What follows belongs to an exercise in optimizing a design on an open flow for small area; a production flow would make more cautious choices.
The RTL was checked by simulation tests, not by an equivalence proof against the original design.
Power and IR drop assume default switching activity.

==> job 5807 <==
==> flow/design.v (excerpt) <==
module cpu (
    input  [31:0] pc_rtvec,
    output [13:0] itcm_ram_addr,
    input  [31:0] itcm_ram_dout,
    output        dtcm_ram_we,
    output [13:0] dtcm_ram_addr,
    output [31:0] dtcm_ram_din,
    output [3:0]  dtcm_ram_wem,
    input  [31:0] dtcm_ram_dout,
    input         clk,
    input         rst_n
);
==> flow/config.mk <==
export PLATFORM = sky130hd
export DESIGN_NAME = cpu
export DESIGN_NICKNAME = cpu
export VERILOG_FILES = /design/flow/design.v
export SDC_FILE = /design/flow/constraint.sdc
export NUM_CORES = 8
export LEC_CHECK = 0
export ABC_CLOCK_PERIOD_IN_PS = 10000
export CAP_MARGIN = 20
export CORE_MARGIN = 2
export CORE_UTILIZATION = 40
export SLEW_MARGIN = 20
==> flow/constraint.sdc <==
create_clock -name core_clock -period 20.0 [get_ports {clk}]
set_input_delay 4.0000 -clock core_clock [delete_from_list [all_inputs] [get_ports {clk}]]
set_output_delay 4.0000 -clock core_clock [all_outputs]
set_load 0.01 [all_outputs]
standard.sh (not shown) runs the stock make flow with config.mk's settings and CLKGATE_MAP_FILE= SYNTH_SCRIPT=/design/flow/synth_recipe.tcl, a recipe that flattens the netlist after the stock synthesis.
==> flow/flow/run.sh <==
#!/bin/bash
# Layout flow: the standard ORFS flow (standard.sh) with three changes
#  - synthesis maps logic with an area-oriented ABC script (flow/abc.script);
#    everything else in synthesis is ORFS's own synth.tcl, unchanged
#  - every port gets the smallest buffer (buf_1)
#  - the clock tree uses clkbuf_8 and no dummy loads
# Each ORFS step writes its full log under orfs/logs/; make's output is in flow.log.
set -euo pipefail
HERE=$(pwd)
export FLOW_FLOW_DIR=$HERE/flow
export BUFFER_PORTS_ARGS="-buffer_cell sky130_fd_sc_hd__buf_1"
export CTS_ARGS="-sink_clustering_enable -repair_clock_nets -dont_use_dummy_load -buf_list ${CTS_BUFS:-sky130_fd_sc_hd__clkbuf_8} -sink_clustering_size ${CTS_SIZE:-20} -sink_clustering_max_diameter ${CTS_DIAM:-60}"
bash standard.sh SYNTH_SCRIPT=$HERE/flow/synth.tcl finish > flow.log 2>&1
==> flow/flow/abc.script <==
strash
dc2
dch
amap -F 20 -A 40
topo
==> flow/flow/synth.tcl <==
# synth_recipe.tcl with one change: ABC runs flow/abc.script instead of ORFS's.
proc synth {args} { yosys synth -nofsm -noshare {*}$args }
set f [open $::env(SCRIPTS_DIR)/synth.tcl]
set txt [read $f]
close $f
set old {log_cmd abc {*}$abc_args}
if {[string first $old $txt] < 0} { error "synth.tcl: abc call not found" }
set new "log_cmd abc -script $::env(FLOW_FLOW_DIR)/abc.script {*}\[lrange \$abc_args 2 end\]"
eval [string map [list $old $new] $txt]
# left out here: clear keep_hierarchy, flatten, clean up, hide names made inside functions, write 1_2_yosys.v
==> inputs of job 2399, as changes to job 5807 <==
--- a/flow/design.v
+++ b/flow/design.v
@@ -61,35 +61,38 @@
             assign rf_head[g] = r[3:0];
         end
     endgenerate
     wire [3:0] ra = rf_head[rs1];
     wire [3:0] rb = rf_head[rs2];
     reg  [31:0] pcr;
     wire [3:0]  pch = pcr[3:0];
-    reg [31:0] imm;
+    wire fsb = is_store | is_bxx;
+    wire sgn31 = ins[31];
+    reg [3:0] imm_nib;
     always @* begin
-        if (is_bxx)
-            imm = {{20{ins[31]}}, ins[7], ins[30:25], ins[11:8], 1'b0};
-        else if (is_jal)
-            imm = {{12{ins[31]}}, ins[19:12], ins[20], ins[30:21], 1'b0};
-        else if (is_u)
-            imm = {ins[31:12], 12'd0};
-        else if (is_store)
-            imm = {{21{ins[31]}}, ins[30:25], ins[11:7]};
-        else
-            imm = {{21{ins[31]}}, ins[30:20]};
+        case (ph)
+            3'd0: imm_nib = is_u ? 4'd0 : {(fsb ? ins[10:8] : ins[23:21]),
+                                           (is_store ? ins[7] : (ins[20] & ~is_bxx & ~is_jal))};
+            3'd1: imm_nib = is_u ? 4'd0 : {ins[27:25], (fsb ? ins[11] : ins[24])};
+            3'd2: imm_nib = is_u ? 4'd0 : {(is_bxx ? ins[7] : is_jal ? ins[20] : sgn31), ins[30:28]};
+            3'd3: imm_nib = (is_u | is_jal) ? ins[15:12] : {4{sgn31}};
+            3'd4: imm_nib = (is_u | is_jal) ? ins[19:16] : {4{sgn31}};
+            3'd5: imm_nib = is_u ? ins[23:20] : {4{sgn31}};
+            3'd6: imm_nib = is_u ? ins[27:24] : {4{sgn31}};
+            default: imm_nib = is_u ? ins[31:28] : {4{sgn31}};
+        endcase
     end
-    wire [3:0] imm_nib = imm[{ph, 2'b00} +: 4];
     reg        cy;       
     reg        zacc;     
     reg        cmp;      
     wire a_pc   = is_jal | is_auipc | (is_bxx & pass2);
     wire a_zero = is_lui | is_shift;
     wire b_reg  = is_op | (is_bxx & ~pass2);
-    wire sub    = (is_op & (f3 == 3'b000) & ins[30]) | is_slt | (is_bxx & ~pass2);
+    wire sub    = (is_op & (f3 == 3'b000) & ins[30]) | is_slt | (is_bxx & ~pass2) |
+                      (is_shift & ~f3[2]);
     wire [3:0] opa = a_pc ? pch : (a_zero ? 4'd0 : ra);
     wire [3:0] opb = b_reg ? rb : imm_nib;
     wire [3:0] opbx = opb ^ {4{sub}};
     wire       cin = ph0 ? sub : cy;
     wire [4:0] sum = {1'b0, opa} + {1'b0, opbx} + {4'd0, cin};
     wire [3:0] alu_res = (is_alu & f3[2]) ?
                          (f3[1] ? (f3[0] ? (opa & opb) : (opa | opb)) : (opa ^ opb)) :
@@ -119,18 +122,16 @@
     wire [2:0] li = ph + {off, 1'b0};
     wire [3:0] ldnib = dtcm_ram_dout[{li, 2'b00} +: 4];
     wire sgn_ld = pass2 & is_load & ((ph == 3'd1 & f3[1:0] == 2'b00) | (ph == 3'd3 & f3[1:0] == 2'b01));
     always @(posedge clk)
         if ((ph7 & ~pass2) | sgn_ld) sgn <= pass2 ? ldnib[3] : ra[3];
     wire lfill = (f3[1:0] == 2'b00 & ph >= 3'd2) | (f3[1:0] == 2'b01 & ph >= 3'd4);
     wire [3:0] ldres = lfill ? {4{sgn & ~f3[2]}} : ldnib;
-    wire [4:0] shamt  = dreg[4:0];
-    wire       s_zero = (shamt == 5'd0);
-    wire       shr    = f3[2] | s_zero;
-    wire [4:0] rot    = shr ? shamt : (5'd0 - shamt);
+    wire [4:0] rot    = dreg[4:0];
+    wire       shr    = f3[2] | (rot == 5'd0);
     wire [2:0] ta     = rot[4:2];
     wire [1:0] tb     = rot[1:0];
     wire [35:0] taps  = {ra, sreg[31:4]};
     wire [3:0] tap    = taps[{ta, 2'b00} +: 4];
     wire       wrapped = pass2 & (ta >= ~ph);
     wire       fillb  = f3[2] & ins[30] & sgn;
     wire [3:0] tapm   = (shr ? wrapped : ~wrapped) ? {4{fillb}} : tap;
==> flow/flow/run.sh (replaced) <==
#!/bin/bash
# Layout flow: the standard ORFS flow (standard.sh) with these changes
#  - synthesis: ORFS's own synth.tcl, but logic is mapped by an area-oriented
#    ABC script; the flow synthesizes once with each flow/abc*.script (in
#    cand/NAME, several at a time) and keeps the script whose netlist has the
#    smallest cell area. Full/half-adder cell extraction and the Kogge-Stone
#    adder map are off (plain logic is smaller). Registers are mapped exactly
#    as in the standard synthesis (ABC only maps combinational logic).
#  - every port gets the smallest buffer (buf_1)
#  - the clock tree uses clkbuf_8 leaves in clusters of 20 and no dummy loads
# Each ORFS step writes its full log under orfs/logs/ (cand/NAME/logs/ for the
# trial syntheses); make's output is in flow.log and synth_NAME.log, and the
# trial areas in synth_areas.txt.
set -euo pipefail
HERE=$(pwd)
export HERE
export FLOW_FLOW_DIR=$HERE/flow
export BUFFER_PORTS_ARGS="-buffer_cell sky130_fd_sc_hd__buf_1"
export CTS_ARGS="-sink_clustering_enable -repair_clock_nets -dont_use_dummy_load -buf_list ${CTS_BUFS:-sky130_fd_sc_hd__clkbuf_8} -sink_clustering_size ${CTS_SIZE:-20} -sink_clustering_max_diameter ${CTS_DIAM:-60}"
export SYN="SYNTH_SCRIPT=$HERE/flow/synth.tcl ADDER_MAP_FILE= SYNTH_OPERATIONS_ARGS=-noshare"

trial() {
  local n
  n=$(basename "$1" .script)
  if FLOW_ABC_SCRIPT=$HERE/$1 bash standard.sh $SYN WORK_HOME=$HERE/cand/$n synth > synth_$n.log 2>&1; then
    echo "$n $(grep -m1 'Chip area for module' cand/$n/reports/*/cpu/base/synth_stat.txt | awk '{print $NF}')"
  fi
}
export -f trial
ls flow/abc*.script | xargs -P 4 -I{} bash -c 'trial {}' | sort -k2 -g > synth_areas.txt
best=$(head -1 synth_areas.txt | awk '{print $1}')
echo "best $best" >> synth_areas.txt
export FLOW_ABC_SCRIPT=$HERE/flow/$best.script
bash standard.sh $SYN finish > flow.log 2>&1
==> flow/flow/abc01.script (new file) <==
strash
ifraig
dc2
strash
dch
amap -F 20 -A 40
topo
==> flow/flow/abc02.script (new file) <==
strash
ifraig
dc2
strash
dch
amap -m -F 40 -A 80
topo
==> flow/flow/abc03.script (new file) <==
strash
ifraig
dc2
resub -K 8
strash
dch
amap -m -F 40 -A 80
topo
==> flow/flow/abc04.script (new file) <==
strash
fraig
dc2
strash
dch
amap -F 20 -A 40
topo
==> flow/flow/abc05.script (new file) <==
strash
ifraig
dc2
refactor -z
strash
dch
amap -F 20 -A 40
topo
==> flow/flow/abc06.script (new file) <==
strash
ifraig
dc2
refactor -z
strash
dch
amap -m -F 40 -A 80
topo
==> flow/flow/abc07.script (new file) <==
strash
ifraig
dc2
resub -K 8
strash
dch
amap -m -F 20 -A 40 -E 0.01
topo
==> flow/flow/abc08.script (new file) <==
strash
ifraig
dc2
ifraig
dc2
strash
dch
amap -m -F 20 -A 40 -E 0.01
topo
==> flow/flow/abc09.script (new file) <==
strash
dc2
dch -r
amap -m -F 40 -A 80
topo
==> flow/flow/abc10.script (new file) <==
strash
ifraig
refactor -z
rewrite -z
dc2
strash
dch
amap -m -F 40 -A 80
topo
==> flow/flow/abc11.script (new file) <==
strash
ifraig
refactor -z
rewrite -z
dc2
strash
dch
amap -F 20 -A 40
topo
==> flow/flow/abc12.script (new file) <==
strash
ifraig
dc2
strash
dch -f
amap -F 20 -A 40
topo
==> flow/flow/abc13.script (new file) <==
strash
ifraig
dc2
strash
dch -f
amap -m -F 40 -A 80
topo
==> flow/flow/abc14.script (new file) <==
strash
dc2
ifraig
dc2
strash
dch -f
amap -m -F 40 -A 80
topo
==> flow/flow/abc15.script (new file) <==
strash
dc2
dch -f
amap -m -F 40 -A 80
topo
==> flow/flow/abc16.script (new file) <==
strash
ifraig
dc2 -b
strash
dch
amap -F 20 -A 40
topo
==> flow/flow/synth.tcl (replaced) <==
# synth_recipe.tcl with one change: ABC runs the script named by FLOW_ABC_SCRIPT
# (one of flow/abc*.script) instead of ORFS's.
proc synth {args} { yosys synth -nofsm -noshare {*}$args }
set f [open $::env(SCRIPTS_DIR)/synth.tcl]
set txt [read $f]
close $f
set old {log_cmd abc {*}$abc_args}
if {[string first $old $txt] < 0} { error "synth.tcl: abc call not found" }
set new "log_cmd abc -script $::env(FLOW_ABC_SCRIPT) {*}\[lrange \$abc_args 2 end\]"
eval [string map [list $old $new] $txt]
# left out here: clear keep_hierarchy, flatten, clean up, hide names made inside functions, write 1_2_yosys.v
- CORE_UTILIZATION: 40 -> 50
removed: flow/flow/abc.script
==> inputs of job 3832, as changes to job 5807 <==
--- a/flow/design.v
+++ b/flow/design.v
@@ -119,29 +119,34 @@
     wire [2:0] li = ph + {off, 1'b0};
     wire [3:0] ldnib = dtcm_ram_dout[{li, 2'b00} +: 4];
     wire sgn_ld = pass2 & is_load & ((ph == 3'd1 & f3[1:0] == 2'b00) | (ph == 3'd3 & f3[1:0] == 2'b01));
     always @(posedge clk)
         if ((ph7 & ~pass2) | sgn_ld) sgn <= pass2 ? ldnib[3] : ra[3];
     wire lfill = (f3[1:0] == 2'b00 & ph >= 3'd2) | (f3[1:0] == 2'b01 & ph >= 3'd4);
     wire [3:0] ldres = lfill ? {4{sgn & ~f3[2]}} : ldnib;
-    wire [4:0] shamt  = dreg[4:0];
-    wire       s_zero = (shamt == 5'd0);
-    wire       shr    = f3[2] | s_zero;
-    wire [4:0] rot    = shr ? shamt : (5'd0 - shamt);
-    wire [2:0] ta     = rot[4:2];
-    wire [1:0] tb     = rot[1:0];
-    wire [35:0] taps  = {ra, sreg[31:4]};
-    wire [3:0] tap    = taps[{ta, 2'b00} +: 4];
-    wire       wrapped = pass2 & (ta >= ~ph);
-    wire       fillb  = f3[2] & ins[30] & sgn;
-    wire [3:0] tapm   = (shr ? wrapped : ~wrapped) ? {4{fillb}} : tap;
-    reg  [3:0] sp;
-    always @(posedge clk) sp <= tapm;
-    wire [7:0] funnel = {tapm, sp};
-    wire [3:0] shres  = funnel[tb +: 4];
+    wire [4:0] shamt = dreg[4:0];
+    wire       sright = f3[2];
+    wire [4:0] rot = sright ? shamt : (5'd0 - shamt);
+    wire       fillb = sright & ins[30] & sgn;
+    reg  [3:0] shres;
+    integer i;
+    always @* begin
+        for (i = 0; i < 4; i = i + 1) begin : sh
+            reg [4:0] pos;
+            reg [5:0] pe;
+            reg [4:0] idx;
+            pos = {ph, 2'b00} + i;
+            pe  = {1'b0, pos} + {1'b0, shamt};
+            idx = rot + i;
+            if (sright)
+                shres[i] = pe[5] ? fillb : sreg[idx];
+            else
+                shres[i] = (pos < shamt) ? 1'b0 : sreg[idx];
+        end
+    end
     wire wr1 = (is_alu & ~is_shift & ~is_slt) | is_u | is_jal | is_jalr;
     wire wr2 = is_slt | is_shift | is_load;
     assign rd_we = ~init & (rd != 5'd0) & (pass2 ? wr2 : wr1);
     assign rd_wd = pass2 ? (is_load  ? ldres :
                             is_shift ? shres :
                                        {3'd0, cmp & ph0}) :
                            (o6 ? inc[3:0] : alu_res);
==> flow/run.sh (new file) <==
#!/bin/bash
# synth_recipe.tcl (not shown) runs the flow's synth.tcl, then flattens the netlist and writes it again
# the make line also repeats each setting of config.mk as NAME=value (left out here)
make -C /OpenROAD-flow-scripts/flow DESIGN_CONFIG=/design/flow/config.mk WORK_HOME=/design/flow/orfs CLKGATE_MAP_FILE= SYNTH_SCRIPT=/design/flow/synth_recipe.tcl finish
removed: flow/flow/run.sh
removed: flow/flow/abc.script
removed: flow/flow/synth.tcl
removed: flow/standard.sh
==> flow_summary.json <==
{
  "multi_input_area_share": 0.176,
  "path_clk_slew_ps": 110,
  "min_to": "rf[4].r[18]",
  "power_density_mw_per_mm2": 117,
  "grt_pass1_wl_um": 108000,
  "power.leakage_uw": 0.0117,
  "pwr-share-clk": 0.250,
  "clock.fmax_mhz": 90.5,
  "slew_headroom": 0.346,
  "arrival_ps": 7050,
  "status": "complete, no violations",
  "cp.depth": 13,
  "viasPerCell": 5.11,
  "final_cell_area_sq_mm": 0.0311,
  "fill_cells": 6454,
  "async_flop_share": 0.00455,
  "buffers_excl_clock": 184,
  "routedWlPerCell_um": 22.9,
  "finalPower_uw": 3650
}
# the run above: job 5807

==> flow_summary.json <==
{
  "status": "complete, no violations",
  "switching_share": 0.238,
  "finalPower_uw": 4670,
  "firstDrtPassIters": 6,
  "slew_headroom": 0.272,
  "routedWlPerCell_um": 22.5,
  "pwr-share-clk": 0.403,
  "synth_top_flop_cell": "dfxtp_1",
  "buffers_excl_clock": 190,
  "fill_cells": 6641,
  "cp.depth": 8,
  "taps": 1040,
  "viasPerCell": 4.95,
  "holdCritPathClass": "flop to flop",
  "multi_input_area_share": 0.223,
  "path_clk_slew_ps": 60,
  "clock.fmax_mhz": 90.2,
  "grt_pass1_wl_um": 118000,
  "min_to": "rf[7].r[6]",
  "power.leakage_uw": 0.0146
}
# the run above: job 3832

==> flow_summary.json <==
{
  "status": "complete, no violations",
  "power_density_mw_per_mm2": 119,
  "final_cell_area_sq_mm": 0.0301,
  "pwr-share-clk": 0.251,
  "async_flop_share": 0.00455,
  "fill_cells": 4674,
  "viasPerCell": 5.52,
  "arrival_ps": 6900,
  "multi_input_area_share": 0.167,
  "clock.fmax_mhz": 91.8,
  "path_clk_slew_ps": 100
}
# the run above: job 2399

## what the ideal ports hide
In the flow no input, the clock included, has a driving cell. The finished layouts below were timed again as built, in two steps.
Step 1 (the two cells are an assumption about what drives the block):
set clk [get_ports {clk}]
set_driving_cell -lib_cell sky130_fd_sc_hd__clkbuf_16 $clk
set_driving_cell -lib_cell sky130_fd_sc_hd__buf_2 [delete_from_list [all_inputs] $clk]
Step 2, shift: input delay + t, output delay - t, t = (earliest + latest rising clock arrival at the registers) / 2. This alone moves slack from input paths to output paths.
Three values: ideal ports, drivers, drivers and shift; two values: the first two.
run	t, ns	setup WS [ns]	worst setup path after step 2	cell pins on the clock port's net
job 5807	0.717	8.952 / 8.897 / 8.897	input to output	1
job 2399	0.697	9.101 / 9.053 / 8.853	input to register	1
job 3832	0.726	8.915 / 8.891 / 8.891	input to output	1
After both steps every run listed still meets setup and hold. For job 2399, which loses most, drivers alone change the setup slack by -0.048 ns; drivers and shift together by -0.248 ns.
